Background: an optimization exercise with open tools, aiming at small area. Do not read the settings as production practice. Function was checked by simulation only, so behaviour that the tests miss may differ from the original. No activity file was given, so power comes from the tool's default toggle rates.

xenon:
==> flow/design.v <==
module interpreter (
            packet_type_compact,
            data_out,
            data_update_out,
            sampler_idle,
            clk,
            rst_n,
            packet_type,
            payload,
            payload_valid);
parameter integer CHANNEL = 16;
parameter integer DATA_BITS = 16;
input clk;     
input rst_n;   
input wire[5:0] packet_type;
input wire[47:0] payload;
input wire payload_valid;
output reg[2:0] packet_type_compact;
output reg[DATA_BITS*CHANNEL-1:0] data_out;
output reg data_update_out;
output reg sampler_idle;
always @(*) begin : proc_packet_type
    case (packet_type)
        6'h2a,
        6'h00:   packet_type_compact = 3'd0;
        6'h11: packet_type_compact = 3'd1;
        6'h22:  packet_type_compact = 3'd2;
        6'h33:  packet_type_compact = 3'd3;
        default:         packet_type_compact = 3'd4;
    endcase
end
wire is_idle = payload_valid && packet_type == 6'h2a;
wire is_fn   = payload_valid && (packet_type == 6'h11 || packet_type == 6'h22);
wire is_last = payload_valid && packet_type == 6'h33;
reg [2:0] buf_idx;
reg update;
always @(posedge clk or negedge rst_n) begin : proc_ctrl
    if(~rst_n) begin
        buf_idx <= 0;
        update <= 0;
        sampler_idle <= 1;
        data_update_out <= 0;
    end else begin
        update <= is_last;
        data_update_out <= update;
        if (is_idle)
            sampler_idle <= 1;
        else if (is_fn)
            sampler_idle <= 0;
        if (is_last)
            buf_idx <= 0;
        else if (is_fn)
            buf_idx <= buf_idx + 1;
    end
end
reg [47:0] buf0, buf1, buf2, buf3, buf4;
reg [31:0] buf5;
wire wr = is_fn || is_last;
wire [CHANNEL-1:0] sel8_in, sel4_in;
reg [CHANNEL-1:8] sel8;
reg [CHANNEL-1:4] sel4;
uncompress_ctl #(.CHANNEL(CHANNEL)) expand_ctl (
    .bitset(payload[CHANNEL-1:0]),
    .sel8(sel8_in),
    .sel4(sel4_in)
);
always @(posedge clk) begin : proc_payload_buf
    if (wr && buf_idx == 3'd0) begin
        buf0 <= payload;
        sel8 <= sel8_in[CHANNEL-1:8];
        sel4 <= sel4_in[CHANNEL-1:4];
    end
    if (wr && buf_idx == 3'd1) buf1 <= payload;
    if (wr && buf_idx == 3'd2) buf2 <= payload;
    if (wr && buf_idx == 3'd3) buf3 <= payload;
    if (wr && buf_idx == 3'd4) buf4 <= payload;
    if (wr && buf_idx == 3'd5) buf5 <= payload[31:0];
end
wire [CHANNEL*DATA_BITS-1:0] words = {buf5, buf4, buf3, buf2, buf1, buf0[47:16]};
wire [CHANNEL-1:0] bitset = buf0[15:0];
wire [CHANNEL*DATA_BITS-1:0] near;
wire [CHANNEL-1:0] last_shift;
uncompress_pipeline #(.CHANNEL(CHANNEL), .DATA_BITS(DATA_BITS)) expand (
    .bitset(bitset),
    .sel8({sel8, 8'd0}),
    .sel4({sel4, 4'd0}),
    .words(words),
    .near(near),
    .last_shift(last_shift)
);
integer k;
reg [DATA_BITS-1:0] up;
reg take, take_up, take_here;
always @(posedge clk) begin : proc_data_out
    if (update && bitset[CHANNEL-1])
        data_out[(CHANNEL-1)*DATA_BITS +: DATA_BITS] <= near[(CHANNEL-1)*DATA_BITS +: DATA_BITS];
    for (k = 0; k < CHANNEL-1; k = k + 1) begin
        take = update & bitset[k];
        take_up = take & last_shift[k];
        take_here = take & ~last_shift[k];
        up = near[(k+1)*DATA_BITS +: DATA_BITS];
        data_out[k*DATA_BITS +: DATA_BITS] <=
              ({DATA_BITS{take_here}} & near[k*DATA_BITS +: DATA_BITS])
            | ({DATA_BITS{take_up}}   & up)
            | ({DATA_BITS{~take}}     & data_out[k*DATA_BITS +: DATA_BITS]);
    end
end
endmodule
module uncompress_ctl (
            bitset,
            sel8,
            sel4);
parameter integer CHANNEL = 16;
input wire [CHANNEL-1:0] bitset;
output reg [CHANNEL-1:0] sel8;    
output reg [CHANNEL-1:0] sel4;    
reg [CHANNEL-1:0] m;
reg [3:0] zeros [0:CHANNEL-1];    
reg [3:0] pre [0:4][0:CHANNEL-1];  
integer p, j, x, t;
always @(*) begin : proc_ctl
    for (p = 0; p < CHANNEL; p = p + 1)
        m[p] = bitset[CHANNEL-1-p];
    for (p = 0; p < CHANNEL; p = p + 1)
        pre[0][p] = {3'd0, ~m[p]};
    for (j = 0; j < 4; j = j + 1)
        for (p = 0; p < CHANNEL; p = p + 1)
            if ((p >> j) & 1)
                pre[j+1][p] = pre[j][p] + pre[j][((p >> j) << j) - 1];
            else
                pre[j+1][p] = pre[j][p];
    zeros[0] = 0;
    for (p = 1; p < CHANNEL; p = p + 1)
        zeros[p] = pre[4][p-1];
    for (x = 0; x < CHANNEL; x = x + 1) begin
        sel8[x] = x >= 8 && zeros[x][3];
        sel4[x] = 1'b0;
        for (t = 0; t < 4; t = t + 1)
            if (x + t < CHANNEL && x >= 4)
                if (m[x+t] && zeros[x+t][2] && zeros[x+t][1:0] == t)
                    sel4[x] = 1'b1;
    end
end
endmodule
module uncompress_pipeline (
            bitset,
            sel8,
            sel4,
            words,
            near,
            last_shift);
parameter integer CHANNEL = 16;
parameter integer DATA_BITS = 16;
input wire [CHANNEL-1:0] bitset;
input wire [CHANNEL-1:0] sel8;
input wire [CHANNEL-1:0] sel4;
input wire [CHANNEL*DATA_BITS-1:0] words;
output reg [CHANNEL*DATA_BITS-1:0] near;
output reg [CHANNEL-1:0] last_shift;
reg [CHANNEL-1:0] m;
reg [1:0] zeros [0:CHANNEL-1];    
reg [1:0] pre [0:4][0:CHANNEL-1];  
reg [CHANNEL-1:0] sel2;           
reg [DATA_BITS-1:0] v [1:4][0:CHANNEL-1];
integer p, j, x, t;
always @(*) begin : proc_ctl
    for (p = 0; p < CHANNEL; p = p + 1)
        m[p] = bitset[CHANNEL-1-p];
    for (p = 0; p < CHANNEL; p = p + 1)
        pre[0][p] = {1'b0, ~m[p]};
    for (j = 0; j < 4; j = j + 1)
        for (p = 0; p < CHANNEL; p = p + 1)
            if ((p >> j) & 1)
                pre[j+1][p] = pre[j][p] + pre[j][((p >> j) << j) - 1];
            else
                pre[j+1][p] = pre[j][p];
    zeros[0] = 0;
    for (p = 1; p < CHANNEL; p = p + 1)
        zeros[p] = pre[4][p-1];
    for (x = 0; x < CHANNEL; x = x + 1) begin
        sel2[x] = 1'b0;
        for (t = 0; t < 2; t = t + 1)
            if (x + t < CHANNEL && x >= 2)
                if (m[x+t] && zeros[x+t][1] && zeros[x+t][0] == t)
                    sel2[x] = 1'b1;
    end
    for (p = 0; p < CHANNEL; p = p + 1)
        last_shift[CHANNEL-1-p] = zeros[p][0];
end
always @(*) begin : proc_net
    for (x = 0; x < CHANNEL; x = x + 1)
        v[4][x] = words[x*DATA_BITS +: DATA_BITS];
    for (x = 0; x < CHANNEL; x = x + 1) begin
        v[3][x] = (x >= 8 && sel8[x]) ? v[4][(x+8)%CHANNEL] : v[4][x];
    end
    for (x = 0; x < CHANNEL; x = x + 1)
        v[2][x] = (x >= 4 && sel4[x]) ? v[3][(x+12)%CHANNEL] : v[3][x];
    for (x = 0; x < CHANNEL; x = x + 1)
        v[1][x] = (x >= 2 && sel2[x]) ? v[2][(x+14)%CHANNEL] : v[2][x];
    for (x = 0; x < CHANNEL; x = x + 1)
        near[(CHANNEL-1-x)*DATA_BITS +: DATA_BITS] = v[1][x];
end
endmodule
==> flow/config.mk <==
export PLATFORM = sky130hd
export DESIGN_NAME = interpreter
export DESIGN_NICKNAME = interpreter
export VERILOG_FILES = /design/flow/design.v
export SDC_FILE = /design/flow/constraint.sdc
export NUM_CORES = 4
export LEC_CHECK = 0
export ABC_AREA = 1
export CAP_MARGIN = 20
export CORE_MARGIN = 2
export CORE_UTILIZATION = 50
export SLEW_MARGIN = 20
==> flow/constraint.sdc <==
create_clock -name core_clock -period 5.0 [get_ports {clk}]
set_input_delay 1.0000 -clock core_clock [delete_from_list [all_inputs] [get_ports {clk}]]
set_output_delay 1.0000 -clock core_clock [all_outputs]
set_load 0.01 [all_outputs]
run.sh (not shown) runs the stock make flow with config.mk's settings and CLKGATE_MAP_FILE= SYNTH_SCRIPT=/design/flow/synth_recipe.tcl, a recipe that flattens the netlist after the stock synthesis.
xenon | stages: all done | timing, DRC, antenna: all pass
For ember, these inputs were changed with respect to xenon:
- CORE_UTILIZATION now 40, was 50
==> flow/flow/run.sh (new file) <==
#!/bin/bash
# Own flow: the standard layout (standard.sh), with these changes:
# - synthesis maps the logic with an area-oriented ABC script (flow/area.abc)
#   instead of ORFS's one, and leaves adders to ABC as plain logic;
#   registers, flattening and renaming are the standard synthesis's;
# - ports are buffered with the smallest buffer (buf_1);
# - CTS inserts no dummy loads;
# - power recovery (downsizing where there is slack) after global route.
set -euo pipefail
W=$PWD
{
    echo 'proc abc {args} {'
    echo '    set i [lsearch -exact $args -script]'
    echo '    if {$i >= 0} { lset args [expr {$i + 1}] $::env(OWN_ABC_SCRIPT) }'
    echo '    puts "own abc: $args"'
    echo '    yosys abc {*}$args'
    echo '}'
    cat "$W/synth_recipe.tcl"
} > "$W/own_synth.tcl"
sed "s#SYNTH_SCRIPT=[^ ]*#SYNTH_SCRIPT=$W/own_synth.tcl#" "$W/standard.sh" > "$W/own_standard.sh"
grep -q "SYNTH_SCRIPT=$W/own_synth.tcl" "$W/own_standard.sh"
export OWN_ABC_SCRIPT="$W/flow/area.abc"
ARGS=(
    "ADDER_MAP_FILE="
    "BUFFER_PORTS_ARGS=-buffer_cell sky130_fd_sc_hd__buf_1"
    "CTS_ARGS=-sink_clustering_enable -repair_clock_nets -dont_use_dummy_load -buf_list {sky130_fd_sc_hd__clkbuf_4 sky130_fd_sc_hd__clkbuf_8}"
    "RECOVER_POWER=100"
)
bash "$W/own_standard.sh" "${ARGS[@]}" synth > "$W/synth.log" 2>&1
grep -q "own abc:" "$W/orfs/logs/$FLOW_PLATFORM/interpreter/base/1_2_yosys.log"
bash "$W/own_standard.sh" "${ARGS[@]}" finish > "$W/layout.log" 2>&1
test -f "$W/out/final.def"
==> flow/flow/area.abc (new file) <==
strash
dch -f
amap
==> flow/standard.sh (new file) <==
#!/bin/bash
# synth_recipe.tcl (not shown) runs the flow's synth.tcl, then flattens the netlist and writes it again
# the make line also repeats each setting of config.mk as NAME=value (left out here)
make -C /OpenROAD-flow-scripts/flow DESIGN_CONFIG=/design/flow/config.mk WORK_HOME=/design/flow/orfs CLKGATE_MAP_FILE= SYNTH_SCRIPT=/design/flow/synth_recipe.tcl "${@:-finish}"
removed: flow/run.sh
## What came out
- ember finished every stage; the final checks, however, were not passed, the failures being capacitance limit, slew limit.
- On area of combinational cells with multiple inputs, the higher figure sits with xenon, not ember.
- ember vs xenon — clock latency on the worst-skew pair rose 60 ps.
- Cmp ember vs xenon: fraction of met3 tracks used by global routing higher in ember
- Density: ember sparser than xenon
- Of ember and xenon, ember shows the lower maximum vdd drop, with xenon above it.
- Of ember and xenon, ember shows the higher worst clock skew on the final layout, with xenon below it.
- xenon has higher proportion of cell area occupied by multi-input gates than ember.
- Re synthesized-area fraction occupied by adder cells: xenon was higher than ember.
- Between ember and xenon, it is ember whose site row count is higher, by 2.
- Type of the tightest min-delay check = in2async: ember; type of the tightest min-delay check = reg2reg: xenon
- ember — total power 15% lower, xenon as reference
- Filler-free cell count of the finished design delta for ember relative to xenon: 18% lower

## afterwards: timing with drivers on the ports
In the flow no input, the clock included, has a driving cell. The finished layouts below were timed again as built, in two steps.
Step 1, drivers: a clkbuf_16 drives clk and a buf_2 each remaining input, both assumed.
Step 2 times the ports against the registers' clock, not the clock port: input delays grow and output delays shrink by t, the midpoint of the rising clock arrivals with the driver on.
a / b / c = no drivers / after step 1 / after step 2; a / b = the first two.
run	shift t [ns]	setup slack, ns	worst setup path after step 2	cell pins on the clock port's net
xenon	0.698	0.204 / 0.246 / -0.452	input to register	1
ember	0.727	0.223 / 0.249 / -0.478	input to register	1
The setup slack of ember, which loses most, moves by +0.026 ns with the drivers and by -0.701 ns with both steps.
